Source: an optimization exercise on an open RTL-to-GDS flow (aim: small area, a short achievable clock period and few clock cycles per item). Production flows keep margins and buffers that such runs may drop. RTL that was checked went through simulation tests only; none was proved equivalent to the original. For runs 2 to 5, only the layout was checked, not whether the RTL still works. Power figures rest on the tool's default switching activity, not on a simulated workload.

==> flow/config.mk <==
export PLATFORM = sky130hd
export DESIGN_NAME = multicycle_arithmetic
export DESIGN_NICKNAME = multicycle_arithmetic
export VERILOG_FILES = /design/flow/design.v
export SDC_FILE = /design/flow/constraint.sdc
export NUM_CORES = 4
export LEC_CHECK = 0
export CAP_MARGIN = 20
export CORE_MARGIN = 2
export CORE_UTILIZATION = 40
export SLEW_MARGIN = 20
==> flow/constraint.sdc <==
create_clock -name core_clock -period 35.0 [get_ports {clk}]
set_input_delay 7.0000 -clock core_clock [delete_from_list [all_inputs] [get_ports {clk}]]
set_output_delay 7.0000 -clock core_clock [all_outputs]
set_load 0.01 [all_outputs]
==> flow/design.v <==
module multicycle_arithmetic(
    input clk, rst, start, 
    input [1:0] op, 
    input [7:0] a, b, 
    output reg done, 
    output reg [15:0] result
);
    reg [2:0] state;
    parameter IDLE = 3'b000, LOAD = 3'b001, ADD = 3'b010, SUB = 3'b011, 
              MUL = 3'b100, DIV = 3'b101, DONE = 3'b110;
    always @(posedge clk or posedge rst) begin
        if (rst) begin
            state <= IDLE;
            done <= 0;
            result <= 0;
        end else begin
            case (state)
                IDLE: begin
                    done <= 0;
                    if (start) state <= LOAD;
                end
                LOAD: begin
                    case (op)
                        2'b00: state <= ADD;
                        2'b01: state <= SUB;
                        2'b10: state <= MUL;
                        2'b11: state <= DIV;
                        default: state <= DONE;
                    endcase
                end
                ADD: begin
                    result <= a + b;
                    state <= DONE;
                end
                SUB: begin
                    result <= a - b;
                    state <= DONE;
                end
                MUL: begin
                    result <= a * b;
                    state <= DONE;
                end
                DIV: begin
                    result <= (b != 0) ? a / b : 16'hFFFF;  
                    state <= DONE;
                end
                DONE: begin
                    done <= 1;
                    state <= IDLE;
                end
                default: state <= IDLE;
            endcase
        end
    end
endmodule
==> flow/run.sh <==
#!/bin/bash
# synth_recipe.tcl (not shown) runs the flow's synth.tcl, then flattens the netlist and writes it again
# the make line also repeats each setting of config.mk as NAME=value (left out here)
make -C /OpenROAD-flow-scripts/flow DESIGN_CONFIG=/design/flow/config.mk WORK_HOME=/design/flow/orfs CLKGATE_MAP_FILE= SYNTH_SCRIPT=/design/flow/synth_recipe.tcl finish
==> results of run 1 <==
## per-layer routing
| layer | wire length (um) | vias up | global-route usage |
|---|---|---|---|
| met3 | 1310 | 34 | 0.0190 |
| li1 | - | 4385 | - |
| met2 | 12200 | 223 | 0.373 |
| met4 | 485 | 0 | 0.0524 |
| met1 | 13200 | 4145 | 0.319 |
| met5 | 0 | - | 0 |
## what timing repair did
action                                  in CTS  in global routing
hold buffers                                 0                  0
resized for setup                            1                 26
pin swaps                                    0                  5
endpoints found under the setup margin       1                  2
setup buffers                                0                  7
endpoints found under the hold margin        0                  0
## flip-flops by register name, indices dropped and copies added, names as in the netlist
register,cells
result,16
state,3
done,1
## report_power, final
| part | switching, uW | internal (uW) | total (uW) |
|---|---|---|---|
| Sequential | 14.5 | 34.4 | 48.8 |
| Clock | 10.1 | 22.8 | 32.8 |
| Combinational | 492 | 405 | 896 |
| Total | 516 | 462 | 978 |
## layout make-up
cell class	count	area, um2	area share
Tap cell	280	350	0.0350
Timing Repair Buffer	69	613	0.0613
Inverter	102	383	0.0383
Sequential cell	20	500	0.0501
Clock inverter	1	30.0	0.00300
Multi-Input combinational cell	1038	8050	0.805
Clock buffer	3	75.1	0.00751
## cells by family after synthesis
family / Yosys count
AOI/OAI and AO/OA: 337
xor gates and xnor gates: 56
adders and majority gates: 192
buffers and inverters: 134
DFF: 20
muxes: 41
other: 1
and+or+nand+nor: 404
## per-stage QoR
| step | cells | area (um2) | setup TNS, ps | total power (uW) | util |
|---|---|---|---|---|---|
| after floorplan | 1192 | 8960 | 0 | 729 | - |
| after global placement | 1502 | 9740 | 0 | 901 | 0.445 |
| after detailed placement | 1502 | 9740 | -302 | 909 | 0.445 |
| after CTS | 1506 | 9850 | 0 | 946 | 0.450 |
| after global routing | 1513 | 10000 | -51.0 | 1090 | 0.457 |
| final | 1513 | 10000 | 0 | 978 | 0.457 |
## final timing paths
path | endpoint | cells past startpoint
worst min register to register | result[6] | 2
min in group asynchronous | result[12] | 2
worst max register to register | result[3] | 9
worst max-delay path | result[0] | 122
max in group asynchronous | result[3] | 2
worst min-delay path | result[6] | 2
## Yosys cell counts, types with 8 or more instances
master	count	area, um2
xor2_1	23	201
nand2b_1	16	100
mux2_2	20	225
o21bai_1	11	82.6
o21ai_0	68	340
inv_1	99	372
o21a_1	45	338
clkbuf_1	21	78.8
nor2_1	123	462
nor3_1	50	250
nor2b_1	11	68.8
buf_2	9	45.0
or3_1	13	81.3
xnor2_1	33	289
a21o_1	14	105
ha_1	154	1930
dfrtp_1	20	500
o31ai_1	15	113
a21oi_1	86	430
fa_1	38	761
mux2i_1	13	130
nand3_1	21	105
and2_1	9	56.3
o21ai_1	8	40.0
nand2_1	110	413
nand4_1	12	75.1
## critical path: cells and delay by family
| kind | cells | cell delay, ps |
|---|---|---|
| multiplexers | 6 | 1900 |
| AND/OR/NAND/NOR | 25 | 4910 |
| buffers and inverters | 7 | 1530 |
| adder cells (fa/ha/maj) | 14 | 4090 |
| AO/OA/AOI/OAI | 70 | 14050 |
## placed cells by master (no fill, tap or decap), types with 4 or more instances in the layout
cell,instances
a211o_1,6
a211oi_1,4
a21o_1,13
a21oi_1,83
a21oi_2,5
a221oi_1,4
and2_1,9
and3_1,4
buf_4,32
clkdlybuf4s50_1,36
conb_1,8
dfrtp_1,20
fa_1,38
ha_1,154
inv_1,99
mux2_1,6
mux2_2,20
mux2i_1,12
nand2_1,110
nand2b_1,15
nand3_1,21
nand4_1,12
nor2_1,121
nor2b_1,10
nor3_1,49
o2111ai_1,5
o211ai_1,7
o21a_1,45
o21ai_0,65
o21ai_1,9
o21ai_2,4
o21bai_1,11
o31a_1,5
o31ai_1,15
or2_2,7
or3_1,13
xnor2_1,33
xor2_1,23
==> impl_metrics.csv, run 1 <==
group,metric,value,unit
clocking,h-tree-depth,1,
finish,drive_above_1_share,0.0900,
finish,fin_nets,1447,
synthesis,async_reset_ff_frac,1.00,
placed_design,hpwl,21600,um
route,firstDrtPassIters,5,
sta,skew,2.16,ps
synthesis,yosys_register_bits,20,
global_route,antenna_found_initial,0,
floorplan,initial_core_util,0.408,
route,wire_per_inst,18.0,um
finish,fillers,2211,
synthesis,avgSynthCellArea,7.54,um2
sta,tightestPinTransition,1030,ps
power_and_ir_drop,vdd_drop_max,0.0866,mV
route,drt-total-wl,27200,um
hold_path,hold_path.class,"reg2reg",
synthesis,synth-adder-area-share,0.301,
setup_path,slowest_delay,580,ps
floorplan,boundaryPins,38,
setup_path,startpoint,"b[0]",
synthesis,ys.flop_type,"dfrtp_1",
power_and_ir_drop,p_leak,0.00469,uW
setup_path,required,35120,ps
sta,period_share,0.954,
setup_path,critPathMostFrequentCell,"o21a_1",
synthesis,synthMuxAreaShare,0.0506,
hold_path,min_from,"result[6]",
setup_path,r2r_start,"state[2]",
run_status,status,"timing/DRC/antenna clean",
sta,max_freq,29.9,MHz
route,vias,8787,
synthesis,yosysUniqueCellTypes,90,
sta,layout_min_cycle_time,33400,ps
job,maxCapViolCount,0,
finish,area_delta_synth_final,11.9,%
placed_design,place_ws,-302,ps
clocking,clk_pin_slew_worst_paths,60,ps
sta,fin_hold_ws,484,ps
clocking,cts_inserted_buffers,3,
sta,hold_viol,0,
floorplan,num_rows,54,
setup_path,worstPathArrival,33520,ps
setup_path,startpoint_type,"input pin",
setup_path,end_kind,"flip-flop",
sta,final_max_slew_viol_count,0,
clocking,cts_tree,"yes",
synthesis,synth_top_family_by_area,"adder cells",
clocking,cts_sinks,20,
floorplan,core-area,0.0219,mm2
global_route,grt_first_pass_wirelength,43600,um
finish,n_antenna_cell,0,
power_and_ir_drop,powerDensity,97.8,mW/mm2
synthesis,netlist_area,0.00893,mm2
setup_path,path_class,"in2reg",
sta,setup_ws,1600,ps
route,drc,0,
global_route,overflow,0,
floorplan,die_x,153,um
sta,slew_headroom,0.309,
floorplan,die_h,153,um
sta,finalSetupViolCount,0,
route,drtIter0Drc,569,
setup_path,crit_fanout,16,
clocking,clockBufferDepth,2,
clocking,root_buffer,"clkbuf_16",
synthesis,synth_xor_area_frac,0.0549,
global_route,grt_usage,0.226,
route,vias_per_cell,5.81,
synthesis,yosys_warnings,1,
floorplan,die-area,0.0235,mm2
synthesis,syn_inst,1185,
setup_path,ff2ff_setup_slack,32310,ps
synthesis,ys_seq_area_frac,0.0560,
synthesis,synth_compound_area_frac,0.257,
global_route,grt_pass1_vias,8373,
global_route,grt_max_degree,32,
placed_design,portBuffers,37,
synthesis,synthSimpleGateAreaFrac,0.223,
route,postRouteAntennaNets,0,
synthesis,synth-edff-count,0,
setup_path,crit_path_top_delay_cell,"or4_1",
clocking,insertion_delay,260,ps
placed_design,place_congestion,0.886,
Testbench counts, summed over its fixed seeds: cycles 12,800, items 3,200.
==> run 2, diff against run 1 <==
==> flow/design.v (replaced) <==
module multicycle_arithmetic(
    input clk, rst, start,
    input [1:0] op,
    input [7:0] a, b,
    output reg done,
    output [15:0] result
);
    reg        busy;
    reg [1:0]  opr;
    reg [1:0]  cnt;
    reg [7:0]  B;
    reg [15:0] W;
    assign result = W;
    wire [1:0] j = (b[7] | b[6]) ? 2'd3 :
                   (b[5] | b[4]) ? 2'd2 :
                   (b[3] | b[2]) ? 2'd1 : 2'd0;
    reg [15:0] a_sh;
    always @* begin
        case (j)
            2'd0: a_sh = {8'b0, a};
            2'd1: a_sh = {6'b0, a, 2'b0};
            2'd2: a_sh = {4'b0, a, 4'b0};
            default: a_sh = {2'b0, a, 6'b0};
        endcase
    end
    wire is_mul = (opr == 2'd2);
    wire is_div = (opr == 2'd3);
    wire last   = (cnt == 2'd0);
    wire bz     = (B == 8'd0);
    wire [8:0] as_sum = {1'b0, W[7:0]} + {1'b0, B ^ {8{opr[0]}}} + {8'b0, opr[0]};
    wire [15:0] as_res = {{7{opr[0] & ~as_sum[8]}}, opr[0] ^ as_sum[8], as_sum[7:0]};
    wire [8:0] m1 = {1'b0, W[15:8]} + {1'b0, W[0] ? B : 8'd0};
    wire [8:0] m2 = {1'b0, m1[8:1]} + {1'b0, W[1] ? B : 8'd0};
    wire [15:0] mul_res = {m2, m1[0], W[7:2]};
    wire [8:0] x1 = {W[15:8], W[7]};
    wire [9:0] t1 = {1'b0, x1} - {2'b0, B};
    wire       g1 = ~t1[9];
    wire [7:0] r1 = g1 ? t1[7:0] : x1[7:0];
    wire [8:0] x2 = {r1, W[6]};
    wire [9:0] t2 = {1'b0, x2} - {2'b0, B};
    wire       g2 = ~t2[9];
    wire [7:0] r2 = g2 ? t2[7:0] : x2[7:0];
    wire [15:0] div_res = {last ? {8{bz}} : r2, W[5:0], g1, g2};
    always @(posedge clk or posedge rst) begin
        if (rst) begin
            busy <= 1'b0;
            done <= 1'b0;
        end else begin
            done <= busy & last;
            if (busy) begin
                if (last) busy <= 1'b0;
            end else if (start) begin
                busy <= 1'b1;
            end
        end
    end
    always @(posedge clk) begin
        if (busy) begin
            cnt <= cnt - 2'd1;
            case (opr)
                2'd0, 2'd1: W <= as_res;
                2'd2:       W <= mul_res;
                default:    W <= div_res;
            endcase
        end else begin
            B   <= b;
            opr <= op;
            if (op == 2'd3) begin
                W   <= a_sh;
                cnt <= 2'd3 - j;
            end else begin
                W   <= {8'b0, a};
                cnt <= op[1] ? 2'd3 : 2'd0;
            end
        end
    end
endmodule
==> impl_metrics.csv, run 2 <==
group,metric,value,unit
floorplan,die_h,96.7,um
clocking,post_cts.repair.setup_buffers,0,
route,postRouteAntennaNets,0,
setup_path,crit_path_top_delay_cell,"a2111oi_0",
synthesis,synth_top_family_by_area,"compound AO/OA/AOI/OAI gates",
sta,final_max_slew_viol_count,0,
synthesis,synth.top_cells.by_area,"ha_1 15%, dfxtp_1 10%, edfxtp_1 8.7%",
floorplan,initial_core_util,0.417,
synthesis,yosys_register_bits,30,
clocking,cts_sinks,30,
clocking,clk_pin_slew_worst_paths,70,ps
floorplan,die_x,96.7,um
clocking,root_buffer,"clkbuf_8",
synthesis,yosysUniqueCellTypes,62,
clocking,cts_tree,"yes",
sta,rsz0062_at_grt,"false",
placed_design,placed_cells,549,
synthesis,yosys_warnings,1,
setup_path,slowest_delay,450,ps
clocking,clockBufferDepth,2,
finish,fin_nets,519,
sta,setup_tns,0,ps
placed_design,hpwl,7540,um
setup_path,required,35200,ps
synthesis,ys.flop_type,"dfxtp_1",
floorplan,boundaryPins,38,
finish,n_antenna_cell,0,
synthesis,yosysTopAreaCell,"ha_1",
finish,drive_above_1_share,0.0553,
hold_path,hold_path.class,"reg2reg",
hold_path,min_from,"cnt[0]",
route,wire_per_inst,17.1,um
global_route,overflow,0,
job,maxCapViolCount,0,
power_and_ir_drop,p_leak,0.00171,uW
finish,area_delta_synth_final,15.7,%
finish,finalNonFillerCells,557,
synthesis,ys_top_cells_by_count,"42 x ha_1, 35 x inv_1, 31 x nor2_1",
sta,period_share,0.246,
finish,fillers,842,
synthesis,synthSimpleGateAreaFrac,0.167,
floorplan,num_rows,33,
synthesis,synthMuxAreaShare,0.0491,
global_route,grt_pass1_vias,2876,
setup_path,crit_fanout,6,
synthesis,async_reset_ff_frac,0.0667,
sta,finalSetupViolCount,0,
placed_design,place_congestion,0.889,
finish,reg_top3,"W: 16 flops, B: 8 flops",
synthesis,ys_seq_area_frac,0.207,
run_status,status,"timing/DRC/antenna clean",
synthesis,netlist_area,0.00344,mm2
synthesis,avgSynthCellArea,8.23,um2
setup_path,startpoint_type,"input pin",
setup_path,worstPathArrival,8820,ps
placed_design,portBuffers,37,
route,vias,3240,
global_route,antenna_found_initial,0,
floorplan,die-area,0.00936,mm2
clocking,h-tree-depth,2,
synthesis,synth-edff-count,10,
finish,layout_common_cells,"42 x ha_1, 37 x clkdlybuf4s50_1, 35 x inv_1, 31 x nor2_1, 30 x o21ai_0",
synthesis,syn_inst,418,
finish,regMostFlops,"W",
global_route,grt_first_pass_wirelength,15300,um
sta,skew,9.26,ps
global_route,grt_max_degree,30,
route,drc,0,
clocking,postCtsHoldBufs,0,
route,drtIter0Drc,176,
sta,tightestPinTransition,786,ps
clocking,cts_inserted_buffers,5,
synthesis,synth-adder-area-share,0.182,
floorplan,core-area,0.00826,mm2
finish,largest_reg_flops,16,
clocking,cts_resized,0,
power_and_ir_drop,vdd_drop_max,0.0484,mV
global_route,grt_usage,0.201,
setup_path,startpoint,"b[2]",
setup_path,crit_chain,"clkdlybuf4s50_1 -> nor2_1 -> mux2i_1 -> a2111oi_0 -> a21oi_1 -> a221oi_1",
synthesis,synth_top_area_frac,0.153,
synthesis,yosysMostFrequentCell,"ha_1",
sta,hold_viol,0,
route,drt-total-wl,9540,um
sta,layout_min_cycle_time,8620,ps
synthesis,synth_compound_area_frac,0.270,
setup_path,end_kind,"flip-flop",
route,firstDrtPassIters,5,
clocking,insertion_delay,290,ps
sta,slew_headroom,0.475,
setup_path,r2r_start,"B[6]",
finish,final_common_cell,"ha_1",
setup_path,path_class,"in2reg",
sta,max_freq,116,MHz
route,vias_per_cell,5.82,
synthesis,synth_xor_area_frac,0.0688,
power_and_ir_drop,powerDensity,116,mW/mm2
## run 2: stage by stage
step           total power (uW)   util  setup WS [ps]  hold WS (ps)  instance area (um2)
6_report                    461  0.482          26380           466                 3980
5_1_grt                     507  0.482          26280           484                 3980
4_1_cts                     460  0.482          26420           469                 3980
3_5_place_dp                427  0.470          26120           455                 3880
3_3_place_gp                423  0.470          26200           446                 3880
2_1_floorplan               344      -          26790           427                 3440
## run 2: layer usage
layer | GRT usage | wire length [um]
met3 | 0.0275 | 512
met4 | 0.0531 | 169
met5 | 0 | 0
met1 | 0.282 | 4420
met2 | 0.326 | 4440
## run 2: final timing paths
kind / to / slack, ps / cells past startpoint
worst max-delay path: W[5] / 26380 / 6
max in group asynchronous: done / 28030 / 2
min in group asynchronous: busy / 6850 / 2
worst max register to register: W[14] / 30090 / 15
worst min-delay path: cnt[0] / 470 / 1
worst min register to register: cnt[0] / 470 / 1
## run 2: area by class of cell
| cell class | instances | area, um2 | share of cell area |
|---|---|---|---|
| clock buffers | 6 | 82.6 | 0.0207 |
| well taps | 105 | 131 | 0.0330 |
| clock inverters | 2 | 12.5 | 0.00314 |
| multi-input cells | 341 | 2530 | 0.637 |
| inverters | 35 | 131 | 0.0330 |
| repair buffers | 38 | 378 | 0.0949 |
| flip-flops and latches | 30 | 711 | 0.179 |
## run 2: kinds of logic (layout without fill, tap and decap cells)
family | Yosys count | in the layout
buffers and inverters | 47 | 81
XOR/XNOR | 27 | 27
adder cells (fa/ha/maj) | 47 | 47
AND/OR/NAND/NOR | 116 | 116
flip-flops | 30 | 30
multiplexers | 16 | 16
AO/OA/AOI/OAI | 135 | 135
## run 2: worst max-delay path: cells and delay by family
| kind | cells | cell delay [ps] |
|---|---|---|
| buffers and inverters | 1 | 440 |
| and+or+nand+nor | 1 | 410 |
| AOI/OAI and AO/OA | 3 | 830 |
| muxes | 1 | 140 |
## run 2: power breakdown
group / internal (uW) / leakage [uW] / switching [uW]
logic: 163 / 0.00139 / 188
registers: 52.9 / 0.000274 / 25.9
clock network: 15.8 / 0.0000472 / 15.3
total: 232 / 0.00171 / 230
==> run 3, diff against run 2 <==
--- a/flow/design.v
+++ b/flow/design.v
@@ -23,12 +23,10 @@
             default: a_sh = {2'b0, a, 6'b0};
         endcase
     end
-    wire is_mul = (opr == 2'd2);
-    wire is_div = (opr == 2'd3);
-    wire last   = (cnt == 2'd0);
+        wire last   = (cnt == 2'd0);
     wire bz     = (B == 8'd0);
-    wire [8:0] as_sum = {1'b0, W[7:0]} + {1'b0, B ^ {8{opr[0]}}} + {8'b0, opr[0]};
-    wire [15:0] as_res = {{7{opr[0] & ~as_sum[8]}}, opr[0] ^ as_sum[8], as_sum[7:0]};
+    wire [8:0] as_sum = {1'b0, a} + {1'b0, b ^ {8{op[0]}}} + {8'b0, op[0]};
+    wire [15:0] as_res = {{7{op[0] & ~as_sum[8]}}, op[0] ^ as_sum[8], as_sum[7:0]};
     wire [8:0] m1 = {1'b0, W[15:8]} + {1'b0, W[0] ? B : 8'd0};
     wire [8:0] m2 = {1'b0, m1[8:1]} + {1'b0, W[1] ? B : 8'd0};
     wire [15:0] mul_res = {m2, m1[0], W[7:2]};
@@ -46,10 +44,10 @@
             busy <= 1'b0;
             done <= 1'b0;
         end else begin
-            done <= busy & last;
+            done <= busy ? last : (start & ~op[1]);
             if (busy) begin
                 if (last) busy <= 1'b0;
-            end else if (start) begin
+            end else if (start & op[1]) begin
                 busy <= 1'b1;
             end
         end
@@ -57,20 +55,19 @@
     always @(posedge clk) begin
         if (busy) begin
             cnt <= cnt - 2'd1;
-            case (opr)
-                2'd0, 2'd1: W <= as_res;
-                2'd2:       W <= mul_res;
-                default:    W <= div_res;
-            endcase
+            W <= opr[0] ? div_res : mul_res;
         end else begin
             B   <= b;
             opr <= op;
             if (op == 2'd3) begin
                 W   <= a_sh;
                 cnt <= 2'd3 - j;
+            end else if (op == 2'd2) begin
+                W   <= {8'b0, a};
+                cnt <= 2'd3;
             end else begin
-                W   <= {8'b0, a};
-                cnt <= op[1] ? 2'd3 : 2'd0;
+                W   <= as_res;
+                cnt <= 2'd0;
             end
         end
     end
==> impl_metrics.csv, run 3 <==
group,metric,value,unit
setup_path,crit_fanout,16,
power_and_ir_drop,p_int,223,uW
finish,area_delta_synth_final,15.8,%
finish,final_common_cell,"ha_1",
setup_path,required,35160,ps
finish,layout_common_cells,"41 x ha_1, 37 x clkdlybuf4s50_1, 29 x inv_1, 28 x a21oi_1, 26 x nor2_1",
hold_path,min_from,"cnt[0]",
synthesis,yosys_register_bits,29,
clocking,cts_sinks,29,
finish,post-route-cell-area,0.00389,mm2
synthesis,yosysTopAreaCell,"ha_1",
clocking,cts_tree,"yes",
global_route,overflow,0,
hold_path,hold_path.class,"reg2reg",
power_and_ir_drop,vdd_drop_max,0.0386,mV
setup_path,critPathMostFrequentCell,"o21a_1",
clocking,root_buffer,"clkbuf_8",
setup_path,crit_chain,"clkdlybuf4s50_1 -> xor2_1 -> inv_1 -> fa_1 -> nor2b_1 -> o21ai_0 -> a21boi_0 -> o21a_1 -> o21a_1 -> o21a_1 -> nor2_1 -> ha_1 -> nand2b_1 -> and2_1 -> o21ai_0 -> o211ai_1 -> a31oi_1",
finish,largest_reg_flops,16,
floorplan,die_h,95.6,um
clocking,clk_pin_slew_worst_paths,60,ps
finish,drive_above_1_share,0.0485,
setup_path,startpoint_type,"input pin",
global_route,grt_first_pass_wirelength,14800,um
synthesis,avgSynthCellArea,8.36,um2
sta,final_max_slew_viol_count,0,
placed_design,hpwl,7220,um
run_status,status,"timing/DRC/antenna clean",
floorplan,core-area,0.00818,mm2
placed_design,place_area,0.00380,mm2
route,drc,0,
clocking,postCtsHoldBufs,0,
sta,period_share,0.293,
floorplan,num_rows,33,
finish,utilization,0.476,
sta,tightestPinTransition,1000,ps
power_and_ir_drop,p_switching,221,uW
power_and_ir_drop,powerDensity,114,mW/mm2
route,drt-total-wl,8940,um
power_and_ir_drop,p_sw_frac,0.497,
global_route,grt_pass1_vias,3049,
setup_path,path_class,"in2reg",
route,drtIter0Drc,139,
sta,max_freq,97.5,MHz
finish,reg_top3,"W: 16 flops, B: 8 flops, cnt: 2 flops",
synthesis,ys_top_cells_by_count,"41 x ha_1, 29 x inv_1, 28 x a21oi_1",
route,postRouteAntennaNets,0,
clocking,post_cts.repair.setup_buffers,0,
finish,regMostFlops,"W",
route,vias_per_cell,5.72,
power_and_ir_drop,clockPowerShare,0.064,
sta,setup_tns,0,ps
sta,hold_viol,0,
synthesis,synth-edff-count,9,
synthesis,yosys_warnings,1,
clocking,cts_inserted_buffers,5,
floorplan,boundaryPins,38,
power_and_ir_drop,seqPwrFrac,0.166,
setup_path,crit_path_top_delay_cell,"clkdlybuf4s50_1",
sta,fin_hold_ws,473,ps
placed_design,place_congestion,0.958,
synthesis,yosysUniqueCellTypes,65,
power_and_ir_drop,p_leak,0.00171,uW
setup_path,worstPathArrival,10420,ps
power_and_ir_drop,p_comb_frac,0.771,
finish,fin_nets,499,
sta,skew,6.73,ps
finish,n_antenna_cell,0,
sta,finalSetupViolCount,0,
synthesis,yosysMostFrequentCell,"ha_1",
sta,rsz0062_at_grt,"false",
synthesis,async_reset_ff_frac,0.0690,
setup_path,r2r_start,"B[1]",
job,maxCapViolCount,0,
placed_design,portBuffers,37,
clocking,clockBufferDepth,2,
clocking,h-tree-depth,2,
route,vias,3076,
floorplan,initial_core_util,0.411,
setup_path,critical_path_buf_inv_count,2,
synthesis,ys.flop_type,"dfxtp_1",
sta,slew_headroom,0.329,
setup_path,critical_path.top_delay_family,"compound AO/OA/AOI/OAI gates",
setup_path,end_kind,"flip-flop",
clocking,cts_resized,0,
route,wire_per_inst,16.6,um
finish,fillers,818,
synthesis,synth_top_area_frac,0.153,
route,firstDrtPassIters,4,
synthesis,ys_seq_area_frac,0.203,
synthesis,syn_inst,402,
finish,finalNonFillerCells,538,
synthesis,netlist_area,0.00336,mm2
setup_path,startpoint,"op[0]",
floorplan,die_x,95.6,um
clocking,insertion_delay,290,ps
global_route,grt_usage,0.209,
global_route,grt_max_degree,26,
setup_path,slowest_delay,890,ps
synthesis,synth.top_cells.by_area,"ha_1 15%, dfxtp_1 11%, edfxtp_1 8.0%",
floorplan,die-area,0.00915,mm2
global_route,antenna_found_initial,0,
placed_design,placed_cells,530,
sta,layout_min_cycle_time,10260,ps
[run 3: metrics by stage]
step | total power (uW) | worst slack (ps)
3_5_place_dp | 414 | 24470
4_1_cts | 444 | 24740
6_report | 444 | 24740
2_1_floorplan | 324 | 25330
5_1_grt | 490 | 24350
3_3_place_gp | 408 | 24490
[run 3: worst register-to-register path: stages, from the launching register on]
cell,delay (ps)
edfxtp_1,460
inv_1,220
ha_1,260
nor2b_1,140
o31a_1,310
o31a_2,350
nor3_4,410
mux2_2,410
ha_1,330
o21ai_0,220
a211oi_1,110
o21ai_0,250
nand2b_1,110
nor2_1,760
mux2i_1,390
a21oi_1,110
[run 3: cell families (layout without fill, tap and decap cells)]
logic type,count (synthesis),after routing,share of synthesized area
mux,20,20,0.0626
flops,29,29,0.203
simple gates,112,112,0.179
compound gates,125,125,0.252
buf+inv,43,74,0.0510
fa+ha+maj,46,46,0.182
xor+xnor,27,27,0.0704
[run 3: per-layer routing]
layer	vias to the layer above	track usage	share of wire
li1	1533	-	-
met2	73	0.351	0.49
met1	1459	0.286	0.46
met4	0	0.0560	0.015
met5	-	0	0
met3	11	0.0206	0.039
[run 3: path summary, 6_finish.rpt]
path / slack [ps] / endpoint / cells after the start
setup / recovery: 24740 / W[11] / 17
hold / removal: 470 / cnt[0] / 1
setup reg to reg: 30050 / W[9] / 15
hold reg to reg: 470 / cnt[0] / 1
max in group asynchronous: 28040 / busy / 2
min in group asynchronous: 6860 / done / 2
[run 3: power by group through the flow]
stage / Combinational [uW] / Sequential (uW) / Clock (uW)
6_report: 342 / 73.5 / 28.2
5_1_grt: 383 / 76.6 / 29.9
4_1_cts: 342 / 74.0 / 28.5
3_5_place_dp: 339 / 74.9 / 0
3_3_place_gp: 333 / 74.6 / 0
2_1_floorplan: 256 / 67.5 / 0
[run 3: layout make-up]
| class | instances | area (um2) | area share |
|---|---|---|---|
| Clock buffer | 8 | 90.1 | 0.0232 |
| Sequential cell | 29 | 681 | 0.175 |
| Timing Repair Buffer | 37 | 370 | 0.0952 |
| Tap cell | 105 | 131 | 0.0338 |
| Multi-Input combinational cell | 330 | 2510 | 0.645 |
| Inverter | 29 | 109 | 0.0280 |
==> run 4, diff against run 3 <==
==> flow/design.v (replaced) <==
module multicycle_arithmetic(
    input clk, rst, start,
    input [1:0] op,
    input [7:0] a, b,
    output reg done,
    output [15:0] result
);
    reg        busy;
    reg [1:0]  opr;
    reg [1:0]  cnt;
    reg [7:0]  B;
    reg [16:0] W;
    assign result = W[15:0];
    function [8:0] rca8(input [7:0] x, input [7:0] y, input ci);
        integer i;
        reg c;
        begin
            c = ci;
            for (i = 0; i < 8; i = i + 1) begin
                rca8[i] = x[i] ^ y[i] ^ c;
                c = (x[i] & y[i]) | (x[i] & c) | (y[i] & c);
            end
            rca8[8] = c;
        end
    endfunction
    wire [1:0] j = (b[7] | b[6]) ? 2'd3 :
                   (b[5] | b[4]) ? 2'd2 :
                   (b[3] | b[2]) ? 2'd1 : 2'd0;
    reg [16:0] div_init;
    always @* begin
        case (j)
            2'd0: div_init = {8'b0, a, 1'b0};
            2'd1: div_init = {6'b0, a, 3'b0};
            2'd2: div_init = {4'b0, a, 5'b0};
            default: div_init = {2'b0, a, 7'b0};
        endcase
    end
    wire is_mul = (opr == 2'd2);
    wire is_div = (opr == 2'd3);
    wire inv    = opr[0];           
    wire last   = (cnt == 2'd0);
    wire bz     = (B == 8'd0);
    wire [7:0] y1 = (B & {8{~is_mul | W[0]}}) ^ {8{inv}};
    wire [8:0] s1 = rca8(W[15:8], y1, inv);
    wire       g1 = W[16] | s1[8];
    wire [7:0] r1 = g1 ? s1[7:0] : W[15:8];
    wire [7:0] x2 = is_mul ? s1[8:1] : {r1[6:0], W[7]};
    wire [7:0] y2 = (B & {8{~is_mul | W[1]}}) ^ {8{~is_mul}};
    wire [8:0] s2 = rca8(x2, y2, ~is_mul);
    wire       g2 = r1[7] | s2[8];
    wire [7:0] r2 = g2 ? s2[7:0] : x2;
    wire [16:0] as_res  = {1'b0, {7{inv & ~s1[8]}}, inv ^ s1[8], s1[7:0]};
    wire [16:0] mul_res = {1'b0, s2, s1[0], W[7:2]};
    wire [16:0] div_res = {last ? {9{bz}} : {r2, W[6]}, W[5:0], g1, g2};
    always @(posedge clk or posedge rst) begin
        if (rst) begin
            busy <= 1'b0;
            done <= 1'b0;
        end else begin
            done <= busy & last;
            if (busy) begin
                if (last) busy <= 1'b0;
            end else if (start) begin
                busy <= 1'b1;
            end
        end
    end
    always @(posedge clk) begin
        B   <= b;
        opr <= op;
        if (busy) begin
            cnt <= cnt - 2'd1;
            W   <= is_div ? div_res : is_mul ? mul_res : as_res;
        end else begin
            case (op)
                2'd3:    begin W <= div_init;            cnt <= 2'd3 - j; end
                2'd2:    begin W <= {9'b0, a};           cnt <= 2'd3;     end
                default: begin W <= {1'b0, a, 8'b0};     cnt <= 2'd0;     end
            endcase
        end
    end
endmodule
==> impl_metrics.csv, run 4 <==
group,metric,value,unit
global_route,grt_max_degree,35,
power_and_ir_drop,powerDensity,99.9,mW/mm2
finish,seq_area,631,um2
power_and_ir_drop,p_sw_frac,0.471,
route,wire_per_inst,17.5,um
floorplan,initial_core_util,0.412,
sta,layout_min_cycle_time,8690,ps
power_and_ir_drop,p_int,157,uW
power_and_ir_drop,clockPowerShare,0.097,
finish,reg_top3,"W: 17 flops, B: 8 flops",
sta,finalSetupViolCount,0,
floorplan,die_x,84.7,um
route,drt-total-wl,7060,um
synthesis,synth_compound_area_frac,0.241,
synthesis,synth_top_family_by_area,"compound AO/OA/AOI/OAI gates",
setup_path,startpoint_type,"input pin",
synthesis,yosysMostFrequentCell,"a21oi_1",
finish,final_common_cell,"clkdlybuf4s50_1",
setup_path,critical_path_buf_inv_count,1,
synthesis,yosys_register_bits,31,
clocking,cts_tree,"yes",
synthesis,yosysUniqueCellTypes,54,
finish,largest_reg_flops,17,
sta,slew_headroom,0.323,
global_route,overflow,0,
sta,rsz0062_at_grt,"false",
clocking,h-tree-depth,2,
hold_path,hold_path.class,"reg2reg",
finish,regMostFlops,"W",
setup_path,crit_chain,"clkdlybuf4s50_1 -> nor2_1 -> mux2_2 -> a221oi_1 -> a21oi_1",
placed_design,hpwl,5380,um
job,maxCapViolCount,0,
global_route,grt_pass1_vias,2210,
finish,fin_nets,362,
clocking,cts_inserted_buffers,5,
synthesis,synth-adder-area-share,0.117,
route,vias_per_cell,5.86,
floorplan,boundaryPins,38,
synthesis,ys_seq_area_frac,0.242,
synthesis,ys.flop_type,"dfxtp_1",
clocking,root_buffer,"clkbuf_8",
sta,max_freq,115,MHz
finish,utilization,0.471,
finish,n_antenna_cell,0,
sta,hold_viol,0,
power_and_ir_drop,p_switching,140,uW
power_and_ir_drop,vdd_drop_max,0.0428,mV
finish,drive_above_1_share,0.0828,
setup_path,path_class,"in2reg",
synthesis,syn_inst,313,
global_route,grt_first_pass_wirelength,11600,um
sta,skew,9.30,ps
clocking,cts_resized,0,
power_and_ir_drop,seqPwrFrac,0.204,
global_route,antenna_found_initial,0,
sta,tightestPinTransition,1020,ps
synthesis,yosys_warnings,1,
setup_path,crit_path_top_delay_cell,"nor2_1",
setup_path,required,35160,ps
synthesis,avgSynthCellArea,8.32,um2
clocking,post_cts.repair.setup_buffers,0,
clocking,postCtsHoldBufs,0,
floorplan,die_h,84.7,um
global_route,grt_usage,0.204,
finish,area_delta_synth_final,14.2,%
synthesis,synth_xor_area_frac,0.0135,
sta,setup_tns,0,ps
setup_path,crit_fanout,11,
run_status,status,"timing/DRC/antenna clean",
synthesis,synthMuxAreaShare,0.127,
route,vias,2362,
synthesis,synth_top_area_frac,0.223,
finish,multi_input_area,0.00171,mm2
clocking,cts_sinks,31,
sta,fin_hold_ws,496,ps
floorplan,num_rows,29,
floorplan,die-area,0.00717,mm2
synthesis,ys_top_cells_by_count,"31 x a21oi_1, 29 x dfxtp_1, 25 x nor2_1",
finish,fillers,645,
synthesis,synth.top_cells.by_area,"dfxtp_1 22%, fa_1 11%, mux2i_1 8.8%",
placed_design,portBuffers,37,
clocking,insertion_delay,290,ps
setup_path,worstPathArrival,8850,ps
finish,layout_common_cells,"37 x clkdlybuf4s50_1, 31 x a21oi_1, 29 x dfxtp_1, 25 x nor2_1, 24 x nand2_1",
synthesis,netlist_area,0.00260,mm2
route,firstDrtPassIters,7,
route,drc,0,
route,postRouteAntennaNets,0,
synthesis,synthSimpleGateAreaFrac,0.159,
synthesis,yosysTopAreaCell,"dfxtp_1",
setup_path,slowest_delay,660,ps
power_and_ir_drop,p_comb_frac,0.699,
clocking,clockBufferDepth,2,
power_and_ir_drop,p_leak,0.00117,uW
sta,final_max_slew_viol_count,0,
synthesis,synth-edff-count,0,
placed_design,place_congestion,0.969,
sta,period_share,0.248,
route,drtIter0Drc,237,
setup_path,end_kind,"flip-flop",
setup_path,ff2ff_setup_slack,26610,ps
synthesis,async_reset_ff_frac,0.0645,
clocking,clk_pin_slew_worst_paths,70,ps
floorplan,core-area,0.00631,mm2
setup_path,critical_path.top_delay_family,"simple AND/OR/NAND/NOR gates",
[run 4: changes by cell type in the layout (fill, tap and decap cells not counted), sizes merged, moves of 7 or more]
| cell | delta |
|---|---|
| nor3 | -11 |
| dfxtp | +11 |
| inv | -15 |
| edfxtp | -9 |
| and2 | -19 |
| xor2 | -16 |
| fa | +9 |
| mux2i | +8 |
| xnor2 | -7 |
| ha | -39 |
| nand2 | +11 |
[run 4: worst reg2reg max path: cells and delay by family, from the launching register on]
family / cells / cell delay [ps]
xor+xnor: 1 / 140
compound gates: 5 / 960
flops: 1 / 310
buf+inv: 3 / 370
mux: 1 / 320
simple gates: 5 / 1080
fa+ha+maj: 14 / 5120
[run 4: cell families (layout without fill, tap and decap cells)]
logic type / Yosys count / count (layout)
buffers and inverters: 49 / 62
XOR/XNOR: 4 / 4
AND/OR/NAND/NOR: 83 / 83
flip-flops: 31 / 31
AO/OA/AOI/OAI: 98 / 98
multiplexers: 32 / 32
adder cells (fa/ha/maj): 16 / 16
[run 4: path summary, 6_finish.rpt]
kind / startpoint / to / depth (start not counted)
worst max-delay path: b[2] / W[3] / 5
worst min-delay path: cnt[0] / cnt[0] / 2
worst max register to register: opr[1] / W[12] / 29
worst min register to register: cnt[0] / cnt[0] / 2
max in group asynchronous: rst / busy / 2
min in group asynchronous: rst / done / 2
[run 4: metal layers]
layer / vias up / wire length (um) / share of wire / global-route usage
met5: - / 0 / 0 / 0
met3: 11 / 415 / 0.059 / 0.0324
met4: 0 / 74 / 0.010 / 0.0404
li1: 1128 / - / - / -
met2: 112 / 3210 / 0.46 / 0.324
met1: 1111 / 3350 / 0.48 / 0.297
[run 4: power groups by stage]
stage	clock, uW	combinational, uW	sequential [uW]
2_1_floorplan	0	155	57.8
3_3_place_gp	0	203	61.3
3_5_place_dp	0	203	61.7
4_1_cts	29.2	205	60.9
5_1_grt	31.0	226	62.7
6_report	28.8	208	60.5
[run 4: area by class of cell]
| class | count | share of cell area |
|---|---|---|
| Multi-Input combinational cell | 233 | 0.576 |
| Sequential cell | 31 | 0.212 |
| Timing Repair Buffer | 40 | 0.132 |
| Tap cell | 77 | 0.0324 |
| Clock buffer | 5 | 0.0231 |
| Inverter | 14 | 0.0177 |
| Clock inverter | 3 | 0.00673 |
[run 4: per-stage QoR]
stage          instance area, um2  setup WS [ps]  power [uW]  cells
2_1_floorplan                2600          26860         213    313
3_3_place_gp                 2890          26050         265    395
3_5_place_dp                 2890          26020         265    395
4_1_cts                      2970          26330         295    403
5_1_grt                      2970          26150         319    403
6_report                     2970          26310         297    403
==> run 5, diff against run 4 <==
==> flow/flow/run.sh (new file) <==
#!/bin/bash
# Standard ORFS layout, with the port buffers made from the smallest
# plain buffer instead of the delay cell buffer_ports picks by default.
set -euo pipefail
export BUFFER_PORTS_ARGS="-buffer_cell sky130_fd_sc_hd__buf_1"
bash standard.sh > standard.log 2>&1
==> flow/standard.sh (new file) <==
#!/bin/bash
# synth_recipe.tcl (not shown) runs the flow's synth.tcl, then flattens the netlist and writes it again
# the make line also repeats each setting of config.mk as NAME=value (left out here)
make -C /OpenROAD-flow-scripts/flow DESIGN_CONFIG=/design/flow/config.mk WORK_HOME=/design/flow/orfs CLKGATE_MAP_FILE= SYNTH_SCRIPT=/design/flow/synth_recipe.tcl "${@:-finish}"
removed: flow/run.sh
==> impl_metrics.csv, run 5 <==
group,metric,value,unit
global_route,grt_max_degree,36,
synthesis,ys_seq_area_frac,0.242,
clocking,cts_tree,"yes",
sta,layout_min_cycle_time,8520,ps
clocking,clockBufferDepth,2,
sta,period_share,0.244,
route,drtIter0Drc,152,
sta,skew,6.52,ps
setup_path,required,35160,ps
clocking,root_buffer,"clkbuf_8",
global_route,overflow,0,
job,maxCapViolCount,0,
synthesis,ys.flop_type,"dfxtp_1",
finish,layout_common_cells,"37 x buf_1, 31 x a21oi_1, 29 x dfxtp_1, 25 x nor2_1, 24 x nand2_1",
finish,regMostFlops,"W",
synthesis,avgSynthCellArea,8.32,um2
run_status,status,"timing/DRC/antenna clean",
finish,final_common_cell,"buf_1",
hold_path,hold_path.class,"reg2reg",
clocking,insertion_delay,290,ps
synthesis,synth.top_cells.by_area,"dfxtp_1 22%, fa_1 11%, mux2i_1 8.8%",
finish,reg_top3,"W: 17 flops, B: 8 flops",
floorplan,boundaryPins,38,
sta,rsz0062_at_grt,"false",
sta,slew_headroom,0.308,
setup_path,worstPathArrival,8690,ps
floorplan,num_rows,29,
finish,largest_reg_flops,17,
clocking,post_cts.repair.setup_buffers,0,
global_route,antenna_found_initial,0,
clocking,clk_pin_slew_worst_paths,70,ps
synthesis,yosysMostFrequentCell,"a21oi_1",
finish,area_delta_synth_final,5.05,%
finish,drive_above_1_share,0.0800,
synthesis,yosys_register_bits,31,
sta,fin_hold_ws,493,ps
sta,setup_tns,0,ps
sta,tightestPinTransition,1040,ps
synthesis,yosysUniqueCellTypes,54,
floorplan,die-area,0.00717,mm2
power_and_ir_drop,powerDensity,103,mW/mm2
floorplan,core-area,0.00631,mm2
setup_path,path_class,"in2reg",
synthesis,synth-edff-count,0,
global_route,grt_usage,0.210,
power_and_ir_drop,p_leak,0.00107,uW
setup_path,startpoint_type,"input pin",
synthesis,yosys_warnings,1,
finish,n_antenna_cell,0,
synthesis,async_reset_ff_frac,0.0645,
synthesis,syn_inst,313,
sta,hold_viol,0,
global_route,grt_pass1_vias,2209,
placed_design,place_congestion,0.943,
placed_design,hpwl,5680,um
route,wire_per_inst,18.2,um
route,drc,0,
route,drt-total-wl,7330,um
clocking,postCtsHoldBufs,0,
finish,utilization,0.433,
clocking,h-tree-depth,2,
clocking,cts_sinks,31,
route,vias_per_cell,5.83,
finish,fin_nets,361,
setup_path,end_kind,"flip-flop",
power_and_ir_drop,vdd_drop_max,0.0435,mV
route,postRouteAntennaNets,0,
route,vias,2344,
synthesis,ys_top_cells_by_count,"31 x a21oi_1, 29 x dfxtp_1, 25 x nor2_1",
route,firstDrtPassIters,5,
sta,max_freq,117,MHz
synthesis,yosysTopAreaCell,"dfxtp_1",
placed_design,portBuffers,37,
global_route,grt_first_pass_wirelength,11700,um
clocking,cts_inserted_buffers,5,
sta,finalSetupViolCount,0,
sta,final_max_slew_viol_count,0,
setup_path,crit_fanout,11,
floorplan,die_h,84.7,um
floorplan,initial_core_util,0.412,
synthesis,netlist_area,0.00260,mm2
floorplan,die_x,84.7,um
synthesis,synth_top_area_frac,0.223,
clocking,cts_resized,0,
[run 5: cell counts after synthesis]
No cell type changed its count.
[run 5: path summary, 6_finish.rpt]
path                          end  slack (ps)  cells after the start    from
setup / recovery             W[4]       26480                      5    b[2]
hold / removal             cnt[0]         490                      2  cnt[0]
setup reg to reg            W[11]       26540                     28  opr[1]
hold reg to reg            cnt[0]         490                      2  cnt[0]
max in group asynchronous    busy       28370                      2     rst
min in group asynchronous    done        6520                      2     rst
[run 5: cells by family (layout without fill, tap and decap cells)]
logic type               count (synthesis)  in the layout  share of synthesized area
AO/OA/AOI/OAI                           98             98                      0.241
AND/OR/NAND/NOR                         83             83                      0.159
buffers and inverters                   49             61                     0.0999
multiplexers                            32             32                      0.127
flip-flops                              31             31                      0.242
adder cells (fa/ha/maj)                 16             16                      0.117
XOR/XNOR                                 4              4                     0.0135
[run 5: power by group]
part           switching [uW]  internal (uW)
Combinational             111           80.9
Sequential               12.6           48.9
Clock                    15.9           13.8
Total                     139            144
[run 5: area by class of cell]
cell class / count / area [um2]
fillers: 684 / 3580
multi-input cells: 233 / 1710
flip-flops and latches: 31 / 631
repair buffers: 39 / 154
well taps: 77 / 96.3
clock buffers: 5 / 68.8
inverters: 14 / 52.6
clock inverters: 3 / 20.0
[run 5: per-layer routing]
metal | vias up | part of all wire | wire length (um) | track usage
met3 | 9 | 0.059 | 435 | 0.0413
met2 | 88 | 0.46 | 3400 | 0.328
met1 | 1118 | 0.47 | 3430 | 0.301
li1 | 1129 | - | - | -
met5 | - | 0 | 0 | 0
met4 | 0 | 0.0093 | 68 | 0.0462
[run 5: through the flow]
step	setup slack, ps	area, um2	std cells	total power [uW]
after global routing	25980	2740	402	305
after CTS	26540	2740	402	282
final	26480	2740	402	283
after detailed placement	26230	2650	394	252
after global placement	26260	2650	394	255
after floorplan	26860	2600	313	213
[run 5: worst max-delay path, stage by stage]
cell and delay (ps):
buf_1 90, nor2_1 680, mux2_2 410, a221oi_1 430, a21oi_1 70
==> run 6, diff against run 5 <==
--- a/flow/design.v
+++ b/flow/design.v
@@ -8,7 +8,7 @@
     reg        busy;
     reg [1:0]  opr;
     reg [1:0]  cnt;
-    reg [7:0]  B;
+    reg [7:0]  Bx;      
     reg [16:0] W;
     assign result = W[15:0];
     function [8:0] rca8(input [7:0] x, input [7:0] y, input ci);
@@ -23,29 +23,18 @@
             rca8[8] = c;
         end
     endfunction
-    wire [1:0] j = (b[7] | b[6]) ? 2'd3 :
-                   (b[5] | b[4]) ? 2'd2 :
-                   (b[3] | b[2]) ? 2'd1 : 2'd0;
-    reg [16:0] div_init;
-    always @* begin
-        case (j)
-            2'd0: div_init = {8'b0, a, 1'b0};
-            2'd1: div_init = {6'b0, a, 3'b0};
-            2'd2: div_init = {4'b0, a, 5'b0};
-            default: div_init = {2'b0, a, 7'b0};
-        endcase
-    end
+    wire big = b[7] | b[6];
     wire is_mul = (opr == 2'd2);
     wire is_div = (opr == 2'd3);
     wire inv    = opr[0];           
     wire last   = (cnt == 2'd0);
-    wire bz     = (B == 8'd0);
-    wire [7:0] y1 = (B & {8{~is_mul | W[0]}}) ^ {8{inv}};
+    wire bz     = &Bx;              
+    wire [7:0] y1 = Bx & {8{~is_mul | W[0]}};
     wire [8:0] s1 = rca8(W[15:8], y1, inv);
     wire       g1 = W[16] | s1[8];
     wire [7:0] r1 = g1 ? s1[7:0] : W[15:8];
     wire [7:0] x2 = is_mul ? s1[8:1] : {r1[6:0], W[7]};
-    wire [7:0] y2 = (B & {8{~is_mul | W[1]}}) ^ {8{~is_mul}};
+    wire [7:0] y2 = Bx & {8{~is_mul | W[1]}};
     wire [8:0] s2 = rca8(x2, y2, ~is_mul);
     wire       g2 = r1[7] | s2[8];
     wire [7:0] r2 = g2 ? s2[7:0] : x2;
@@ -66,14 +55,15 @@
         end
     end
     always @(posedge clk) begin
-        B   <= b;
+        Bx  <= b ^ {8{op[0]}};
         opr <= op;
         if (busy) begin
             cnt <= cnt - 2'd1;
             W   <= is_div ? div_res : is_mul ? mul_res : as_res;
         end else begin
             case (op)
-                2'd3:    begin W <= div_init;            cnt <= 2'd3 - j; end
+                2'd3:    begin W <= big ? {2'b0, a, 7'b0} : {8'b0, a, 1'b0};
+                               cnt <= big ? 2'd0 : 2'd3; end
                 2'd2:    begin W <= {9'b0, a};           cnt <= 2'd3;     end
                 default: begin W <= {1'b0, a, 8'b0};     cnt <= 2'd0;     end
             endcase
==> impl_metrics.csv, run 6 <==
group,metric,value,unit
clocking,insertion_delay,290,ps
clocking,root_buffer,"clkbuf_8",
route,drt-total-wl,6110,um
finish,drive_above_1_share,0.0804,
synthesis,synth-edff-count,0,
finish,fin_nets,324,
sta,final_max_slew_viol_count,0,
global_route,grt_max_degree,30,
synthesis,yosysMostFrequentCell,"a21oi_1",
floorplan,boundaryPins,38,
sta,max_freq,116,MHz
synthesis,yosys_warnings,1,
synthesis,netlist_area,0.00232,mm2
route,wire_per_inst,17.1,um
setup_path,crit_fanout,21,
global_route,grt_first_pass_wirelength,9930,um
clocking,h-tree-depth,2,
power_and_ir_drop,clockPowerShare,0.099,
floorplan,core-area,0.00557,mm2
synthesis,synth_top_area_frac,0.250,
finish,reg_top3,"W: 17 flops, Bx: 8 flops",
route,firstDrtPassIters,4,
floorplan,initial_core_util,0.417,
clocking,clockBufferDepth,2,
setup_path,required,35170,ps
global_route,overflow,0,
power_and_ir_drop,p_int,146,uW
synthesis,yosysTopAreaCell,"dfxtp_1",
sta,tightestPinTransition,1000,ps
hold_path,min_from,"cnt[0]",
clocking,post_cts.repair.setup_buffers,0,
global_route,grt_pass1_vias,1898,
sta,period_share,0.247,
synthesis,ys.flop_type,"dfxtp_1",
route,vias,2055,
setup_path,end_kind,"flip-flop",
finish,final_common_cell,"buf_1",
placed_design,portBuffers,37,
global_route,busiest_layer,"met2",
clocking,clk_pin_slew_worst_paths,70,ps
hold_path,hold_path.class,"reg2reg",
route,drc,0,
placed_design,place_congestion,0.882,
global_route,met2_usage,0.318,
global_route,met1_usage,0.273,
placed_design,hpwl,4670,um
synthesis,async_reset_ff_frac,0.0645,
sta,setup_tns,0,ps
run_status,status,"timing/DRC/antenna clean",
finish,n_antenna_cell,0,
sta,rsz0062_at_grt,"false",
synthesis,synth.top_cells.by_area,"dfxtp_1 25%, fa_1 13%, a21oi_1 6.5%",
power_and_ir_drop,p_switching,142,uW
power_and_ir_drop,seqPwrFrac,0.231,
setup_path,slowest_delay,800,ps
setup_path,crit_path_top_delay_cell,"dfxtp_1",
clocking,postCtsHoldBufs,0,
power_and_ir_drop,powerDensity,118,mW/mm2
power_and_ir_drop,power,287,uW
route,vias_per_cell,5.74,
route,drtIter0Drc,194,
sta,fin_hold_ws,446,ps
setup_path,worstPathArrival,8820,ps
clocking,cts_resized,0,
synthesis,ys_seq_area_frac,0.271,
power_and_ir_drop,p_sw_frac,0.493,
global_route,antenna_found_initial,0,
global_route,grt_usage,0.207,
finish,layout_common_cells,"37 x buf_1, 30 x a21oi_1, 29 x dfxtp_1, 24 x nor2_1, 19 x inv_1",
job,maxCapViolCount,0,
setup_path,critPathMostFrequentCell,"fa_1",
sta,hold_viol,0,
sta,layout_min_cycle_time,8650,ps
setup_path,ff2ff_setup_slack,26350,ps
setup_path,r2r_start,"opr[0]",
floorplan,die_x,80.2,um
clocking,cts_tree,"yes",
setup_path,path_class,"reg2reg",
route,postRouteAntennaNets,0,
finish,largest_reg_flops,17,
setup_path,startpoint_type,"flip-flop",
sta,finalSetupViolCount,0,
power_and_ir_drop,p_comb_frac,0.670,
floorplan,die_h,80.2,um
sta,skew,7.92,ps
setup_path,startpoint,"opr[0]",
sta,slew_headroom,0.326,
finish,regMostFlops,"W",
synthesis,yosys_register_bits,31,
floorplan,die-area,0.00643,mm2
synthesis,avgSynthCellArea,8.54,um2
synthesis,syn_inst,272,
clocking,cts_sinks,31,
finish,area_delta_synth_final,5.06,%
synthesis,yosysUniqueCellTypes,43,
power_and_ir_drop,p_leak,0.000980,uW
floorplan,num_rows,27,
clocking,cts_inserted_buffers,5,
synthesis,ys_top_cells_by_count,"30 x a21oi_1, 29 x dfxtp_1, 24 x nor2_1",
global_route,grt.met3_usage,0.0416,
power_and_ir_drop,vdd_drop_max,0.0531,mV
## run 6: cell families (layout without fill, tap and decap cells)
group	count (synthesis)	in the layout	share of synthesized area
flops	31	31	0.271
buf+inv	52	66	0.120
compound gates	84	84	0.236
mux	15	15	0.0673
fa+ha+maj	18	18	0.145
xor+xnor	9	9	0.0339
simple gates	63	63	0.126
## run 6: area by class of cell
type,instances,area [um2]
Tap cell,72,90.1
Timing Repair Buffer,38,146
Sequential cell,31,631
Multi-Input combinational cell,189,1410
Inverter,20,75.1
Clock buffer,6,72.6
Fill cell,589,3130
Clock inverter,2,12.5
## run 6: worst max-delay path: cells and delay by family, from the launching register on
kind,cells,cell delay (ps)
buffers and inverters,4,440
DFF,1,800
and+or+nand+nor,5,780
adders and majority gates,15,5420
AOI/OAI and AO/OA,5,1090
## run 6: power by group through the flow
stage	Combinational, uW	Sequential, uW	Clock (uW)
after CTS	191	66.6	29.2
final	193	66.4	28.4
after global routing	214	68.9	30.8
after detailed placement	189	67.3	0
after floorplan	163	57.3	0
after global placement	192	67.5	0
## run 6: stage by stage
step                instances  utilization  cell area, um2  worst slack (ps)
floorplan                 272            -            2320             27080
global placement          350        0.423            2360             26150
detailed placement        350        0.423            2360             26130
CTS                       358        0.438            2440             26400
global route              358        0.438            2440             25860
finish                    358        0.438            2440             26350
## run 6: per-layer routing
metal | vias up | share of wire
met5 | - | 0
met1 | 971 | 0.41
met3 | 24 | 0.081
li1 | 962 | -
met2 | 98 | 0.47
met4 | 0 | 0.044
## run 6: final timing paths
| path | endpoint | depth (start not counted) |
|---|---|---|
| min in group asynchronous | busy | 2 |
| max in group asynchronous | done | 2 |
| setup / recovery | W[10] | 29 |
| setup reg to reg | W[10] | 29 |
| hold / removal | cnt[0] | 1 |
| hold reg to reg | cnt[0] | 1 |
Testbench counts of run 6, summed over its fixed seeds: cycles 9,343, items 3,200.
==> run 7, diff against run 6 <==
==> flow/flow/run.sh (replaced) <==
#!/bin/bash
# Standard ORFS layout, with the port buffers made from the smallest
# plain buffer, and timing repair asked to leave 27 ns of setup slack.
set -euo pipefail
export BUFFER_PORTS_ARGS="-buffer_cell sky130_fd_sc_hd__buf_1"
export SETUP_SLACK_MARGIN=27
bash standard.sh > standard.log 2>&1
==> impl_metrics.csv, run 7 <==
group,metric,value,unit
power_and_ir_drop,powerDensity,119,mW/mm2
synthesis,yosys_register_bits,31,
synthesis,netlist_area,0.00232,mm2
setup_path,r2r_start,"opr[1]",
power_and_ir_drop,p_leak,0.00103,uW
placed_design,placed_cells,350,
sta,rsz0062_at_grt,"true",
clocking,clockBufferDepth,2,
clocking,h-tree-depth,2,
finish,final_common_cell,"buf_1",
finish,finalNonFillerCells,365,
placed_design,place_ws,26130,ps
global_route,grt_max_degree,30,
floorplan,num_rows,27,
placed_design,portBuffers,37,
floorplan,boundaryPins,38,
floorplan,die_x,80.2,um
finish,fin_nets,331,
synthesis,ys_seq_area_frac,0.271,
sta,final_max_slew_viol_count,0,
synthesis,ys_top_cells_by_count,"30 x a21oi_1, 29 x dfxtp_1, 24 x nor2_1",
sta,finalSetupViolCount,0,
clocking,cts_inserted_buffers,5,
route,vias_per_cell,5.81,
sta,skew,7.23,ps
sta,hold_viol,0,
hold_path,hold_path.class,"reg2reg",
clocking,cts_tree,"yes",
sta,setup_tns,0,ps
route,wire_per_inst,17.8,um
sta,setup_ws,27030,ps
route,postRouteAntennaNets,0,
placed_design,place_area,0.00236,mm2
route,drtIter0Drc,189,
route,vias,2119,
finish,regMostFlops,"W",
hold_path,min_from,"cnt[0]",
sta,slew_headroom,0.425,
clocking,root_buffer,"clkbuf_8",
global_route,overflow,0,
run_status,status,"timing/DRC/antenna clean",
floorplan,initial_core_util,0.417,
setup_path,required,35200,ps
finish,n_antenna_cell,0,
synthesis,yosysMostFrequentCell,"a21oi_1",
synthesis,syn_inst,272,
finish,area_delta_synth_final,11.6,%
floorplan,core-area,0.00557,mm2
clocking,cts_sinks,31,
route,drc,0,
synthesis,synth_top_area_frac,0.250,
global_route,grt_usage,0.208,
finish,post-route-cell-area,0.00259,mm2
setup_path,path_class,"in2reg",
route,firstDrtPassIters,5,
clocking,clk_pin_slew_worst_paths,70,ps
setup_path,end_kind,"flip-flop",
global_route,grt_first_pass_wirelength,10000,um
global_route,grt_pass1_vias,1936,
sta,period_share,0.228,
job,maxCapViolCount,0,
setup_path,startpoint,"op[0]",
synthesis,async_reset_ff_frac,0.0645,
synthesis,ys.flop_type,"dfxtp_1",
sta,layout_min_cycle_time,7970,ps
synthesis,yosysTopAreaCell,"dfxtp_1",
synthesis,synth.top_cells.by_area,"dfxtp_1 25%, fa_1 13%, a21oi_1 6.5%",
global_route,antenna_found_initial,0,
synthesis,synth-edff-count,0,
sta,tightestPinTransition,862,ps
finish,layout_common_cells,"36 x buf_1, 28 x a21oi_1, 27 x dfxtp_1, 22 x nor2_1, 19 x inv_1",
finish,largest_reg_flops,17,
synthesis,yosys_warnings,1,
sta,max_freq,125,MHz
floorplan,die_h,80.2,um
synthesis,yosysUniqueCellTypes,43,
finish,drive_above_1_share,0.150,
placed_design,place_congestion,0.882,
finish,reg_top3,"W: 17 flops, Bx: 8 flops",
placed_design,hpwl,4670,um
clocking,insertion_delay,290,ps
setup_path,startpoint_type,"input pin",
setup_path,crit_fanout,12,
route,drt-total-wl,6500,um
floorplan,die-area,0.00643,mm2
setup_path,worstPathArrival,8170,ps
synthesis,avgSynthCellArea,8.54,um2
power_and_ir_drop,vdd_drop_max,0.0494,mV
## run 7: cell types whose count changed in the layout (fill, tap and decap cells not counted), sizes merged
cell    delta
buf        +5
clkbuf     +2
## run 7: repair_timing
action | 4_1_cts | 5_1_grt
pin swaps | 0 | 5
setup endpoints to repair | 17 | 17
gates cloned | 0 | 0
hold buffers | 0 | 0
buffers inserted | 0 | 7
gates resized for setup | 10 | 12
## run 7: cells by family after synthesis
family                   after synthesis  synth area share
buffers and inverters                 52             0.120
adder cells (fa/ha/maj)               18             0.145
AO/OA/AOI/OAI                         84             0.236
flip-flops                            31             0.271
multiplexers                          15            0.0673
AND/OR/NAND/NOR                       63             0.126
XOR/XNOR                               9            0.0339
## run 7: per-stage QoR
step / hold slack, ps / power [uW] / util
finish: 449 / 307 / 0.465
global route: 499 / 333 / 0.465
CTS: 458 / 289 / 0.442
detailed placement: 446 / 257 / 0.423
global placement: 432 / 259 / 0.423
floorplan: 411 / 220 / -
## run 7: area by class of cell
| class | count | area (um2) |
|---|---|---|
| Timing Repair Buffer | 45 | 216 |
| Tap cell | 72 | 90.1 |
| Clock inverter | 2 | 12.5 |
| Sequential cell | 31 | 638 |
| Multi-Input combinational cell | 189 | 1490 |
| Clock buffer | 6 | 72.6 |
| Inverter | 20 | 75.1 |
| Fill cell | 566 | 2980 |
## run 7: critical path, stage by stage
cell      delay [ps]
buf_2            280
nand2_1          180
nor2_2           310
a221oi_1         150
a21oi_1          250
## run 7: power breakdown
part,total (uW),internal (uW),switching (uW)
clock,28.4,13.9,14.5
sequential,66.8,49.4,17.4
combinational,212,93.8,118
## run 7: routing by layer
layer  GRT usage  up-vias  wire [um]
met5           0        -          0
met4       0.114        0        290
met3      0.0427       34        472
met2       0.316      104       3030
met1       0.276     1001       2710
li1            -      980          -
## run 7: worst paths after layout
path	end	slack, ps	depth (start not counted)
max	W[14]	27030	5
max reg2reg	W[14]	27350	29
min in group asynchronous	busy	6520	2
min reg2reg	cnt[0]	450	1
min	cnt[0]	450	1
max in group asynchronous	done	28380	2
==> run 8, diff against run 7 <==
--- a/flow/config.mk
+++ b/flow/config.mk
@@ -7,5 +7,5 @@
 export LEC_CHECK = 0
 export CAP_MARGIN = 20
 export CORE_MARGIN = 2
-export CORE_UTILIZATION = 40
+export CORE_UTILIZATION = 65
 export SLEW_MARGIN = 20
==> impl_metrics.csv, run 8 <==
group,metric,value,unit
placed_design,hpwl,4120,um
sta,max_freq,125,MHz
route,postRouteAntennaNets,0,
finish,drive_above_1_share,0.141,
hold_path,hold_path.class,"reg2reg",
synthesis,ys_seq_area_frac,0.271,
synthesis,synth_top_area_frac,0.250,
finish,finalNonFillerCells,336,
power_and_ir_drop,p_int,146,uW
synthesis,yosysTopAreaCell,"dfxtp_1",
floorplan,die-area,0.00407,mm2
sta,skew,10.9,ps
clocking,cts_inserted_buffers,5,
sta,tightestPinTransition,821,ps
sta,layout_min_cycle_time,7970,ps
finish,regMostFlops,"W",
job,maxCapViolCount,0,
power_and_ir_drop,p_comb_frac,0.700,
synthesis,async_reset_ff_frac,0.0645,
global_route,grt_first_pass_wirelength,9050,um
finish,fin_nets,328,
sta,hold_viol,0,
clocking,clockBufferDepth,2,
finish,layout_common_cells,"36 x buf_1, 28 x a21oi_1, 27 x dfxtp_1, 22 x nor2_1, 19 x inv_1",
clocking,postCtsHoldBufs,0,
clocking,clk_pin_slew_worst_paths,90,ps
synthesis,synth.top_cells.by_area,"dfxtp_1 25%, fa_1 13%, a21oi_1 6.5%",
placed_design,portBuffers,37,
sta,finalSetupViolCount,0,
synthesis,ys.flop_type,"dfxtp_1",
global_route,grt_pass1_vias,1827,
finish,utilization,0.732,
power_and_ir_drop,clockPowerShare,0.070,
setup_path,startpoint_type,"flip-flop",
floorplan,die_x,63.8,um
power_and_ir_drop,power,287,uW
placed_design,placed_cells,325,
route,drtIter0Drc,221,
sta,rsz0062_at_grt,"false",
sta,final_max_slew_viol_count,0,
clocking,h-tree-depth,2,
synthesis,yosysMostFrequentCell,"a21oi_1",
synthesis,yosys_register_bits,31,
finish,post-route-cell-area,0.00248,mm2
setup_path,crit_chain,"buf_1",
placed_design,place_congestion,0.964,
clocking,cts_sinks,31,
setup_path,crit_path_top_delay_cell,"dfxtp_1",
synthesis,ys_top_cells_by_count,"30 x a21oi_1, 29 x dfxtp_1, 24 x nor2_1",
route,vias,2072,
floorplan,num_rows,21,
power_and_ir_drop,powerDensity,116,mW/mm2
finish,largest_reg_flops,17,
floorplan,die_h,63.8,um
setup_path,path_class,"reg2out",
power_and_ir_drop,p_leak,0.00100,uW
clocking,insertion_delay,340,ps
route,vias_per_cell,6.17,
global_route,overflow,0,
global_route,grt_usage,0.291,
synthesis,synth-edff-count,0,
setup_path,required,28000,ps
power_and_ir_drop,p_sw_frac,0.491,
floorplan,boundaryPins,38,
global_route,grt_max_degree,30,
clocking,root_buffer,"clkbuf_4",
floorplan,initial_core_util,0.685,
finish,n_antenna_cell,0,
setup_path,crit_fanout,4,
synthesis,syn_inst,272,
power_and_ir_drop,p_switching,141,uW
sta,setup_tns,0,ps
route,drt-total-wl,5760,um
finish,reg_top3,"W: 17 flops, Bx: 8 flops",
setup_path,slowest_delay,470,ps
synthesis,netlist_area,0.00232,mm2
run_status,status,"timing/DRC/antenna clean",
route,firstDrtPassIters,5,
sta,period_share,0.228,
finish,final_common_cell,"buf_1",
global_route,antenna_found_initial,0,
setup_path,critical_path_buf_inv_count,1,
setup_path,critical_path.top_delay_family,"flip-flops",
synthesis,yosys_warnings,1,
route,drc,0,
sta,slew_headroom,0.453,
clocking,cts_tree,"yes",
power_and_ir_drop,seqPwrFrac,0.230,
route,wire_per_inst,17.1,um
synthesis,yosysUniqueCellTypes,43,
floorplan,core-area,0.00339,mm2
finish,area_delta_synth_final,6.79,%
setup_path,end_kind,"output port",
power_and_ir_drop,vdd_drop_max,0.0822,mV
synthesis,avgSynthCellArea,8.54,um2
setup_path,worstPathArrival,970,ps
placed_design,place_area,0.00233,mm2
run 8: changes by cell type in the layout (fill, tap and decap cells not counted), sizes merged:
cell      previous run  this run
buf                 43        42
clkbuf               8         7
clkinvlp             1         0
run 8: path summary, 6_finish.rpt:
path                         endpoint  depth (start not counted)  slack, ps   start
max                        result[15]                          1      27030   W[15]
min                            cnt[0]                          1        440  cnt[0]
max reg2reg                     W[11]                         30      27340  opr[0]
min reg2reg                    cnt[0]                          1        440  cnt[0]
max in group asynchronous        done                          2      28430     rst
min in group asynchronous        busy                          2       6470     rst
run 8: per-layer routing:
layer,routed length [um],share of wire,global-route usage,vias up
met5,0,0,0,-
met4,78,0.014,0.0788,0
li1,-,-,-,975
met1,2390,0.41,0.401,984
met3,423,0.073,0.0546,8
met2,2870,0.50,0.469,105
run 8: layout make-up:
cell class	count	area [um2]
multi-input combinational	189	1470
sequential	31	636
clock buffer	7	45.0
fill	300	908
timing repair buffer	42	190
inverter	20	75.1
clock inverter	1	5.00
tap	46	57.6
run 8: power by group through the flow:
stage,Clock [uW],Sequential (uW),Combinational [uW]
finish,20.2,66.1,201
global route,22.2,67.8,220
CTS,20.8,65.4,188
detailed placement,0,65.9,183
global placement,0,65.7,182
floorplan,0,57.3,163
run 8: cell families after synthesis:
| family | share of synthesized area |
|---|---|
| and+or+nand+nor | 0.126 |
| muxes | 0.0673 |
| xor gates and xnor gates | 0.0339 |
| AOI/OAI and AO/OA | 0.236 |
| DFF | 0.271 |
| buffers and inverters | 0.120 |
| adders and majority gates | 0.145 |
run 8: metrics by stage:
stage	setup slack, ps	hold slack, ps
floorplan	27080	411
global placement	26280	427
detailed placement	26120	431
CTS	27020	448
global route	27010	482
finish	27030	438
run 8: repair_timing:
| action | in CTS | in global routing |
|---|---|---|
| setup buffers | 2 | 1 |
| resized for setup | 8 | 14 |
| endpoints found under the setup margin | 18 | 16 |
| cloned | 0 | 0 |
| pin swaps | 1 | 1 |

-- afterwards: timing with drivers on the ports --
The flow's constraints put no driver on any port. The routed layouts listed below were extracted and timed again, unchanged, in two steps. Step 1 assumes that a clkbuf_16 drives the clock port and a buf_2 every other input. Step 2, shift: input delay + t, output delay - t, t = (earliest + latest rising clock arrival at the registers) / 2. This alone moves slack from input paths to output paths. Slacks: no drivers / after step 1 / after step 2; pairs: no drivers / after step 1.
run | t, ns | slack for setup (ns) | hold WS [ns]
run 1 | 0.293 | 1.602 / 1.602 / 1.309 | 0.484 / 0.484 / 0.484
run 2 | 0.323 | 26.384 / 26.393 / 26.070 | 0.466 / 0.466 / 0.466
run 3 | 0.310 | 24.741 / 24.744 / 24.433 | 0.473 / 0.473 / 0.473
run 4 | 0.319 | 26.312 / 26.321 / 26.003 | 0.496 / 0.496 / 0.496
run 5 | 0.322 | 26.476 / 26.489 / 26.167 | 0.493 / 0.493 / 0.493
run 6 | 0.318 | 26.348 / 26.348 / 26.058 | 0.446 / 0.446 / 0.446
run 7 | 0.318 | 27.029 / 26.999 / 26.721 | 0.449 / 0.449 / 0.449
run 8 | 0.354 | 27.026 / 27.004 / 26.791 | 0.438 / 0.438 / 0.438
After both steps setup and hold are still met in every run listed. The setup slack of run 2, which loses most, moves by +0.009 ns with the drivers and by -0.314 ns with both steps.
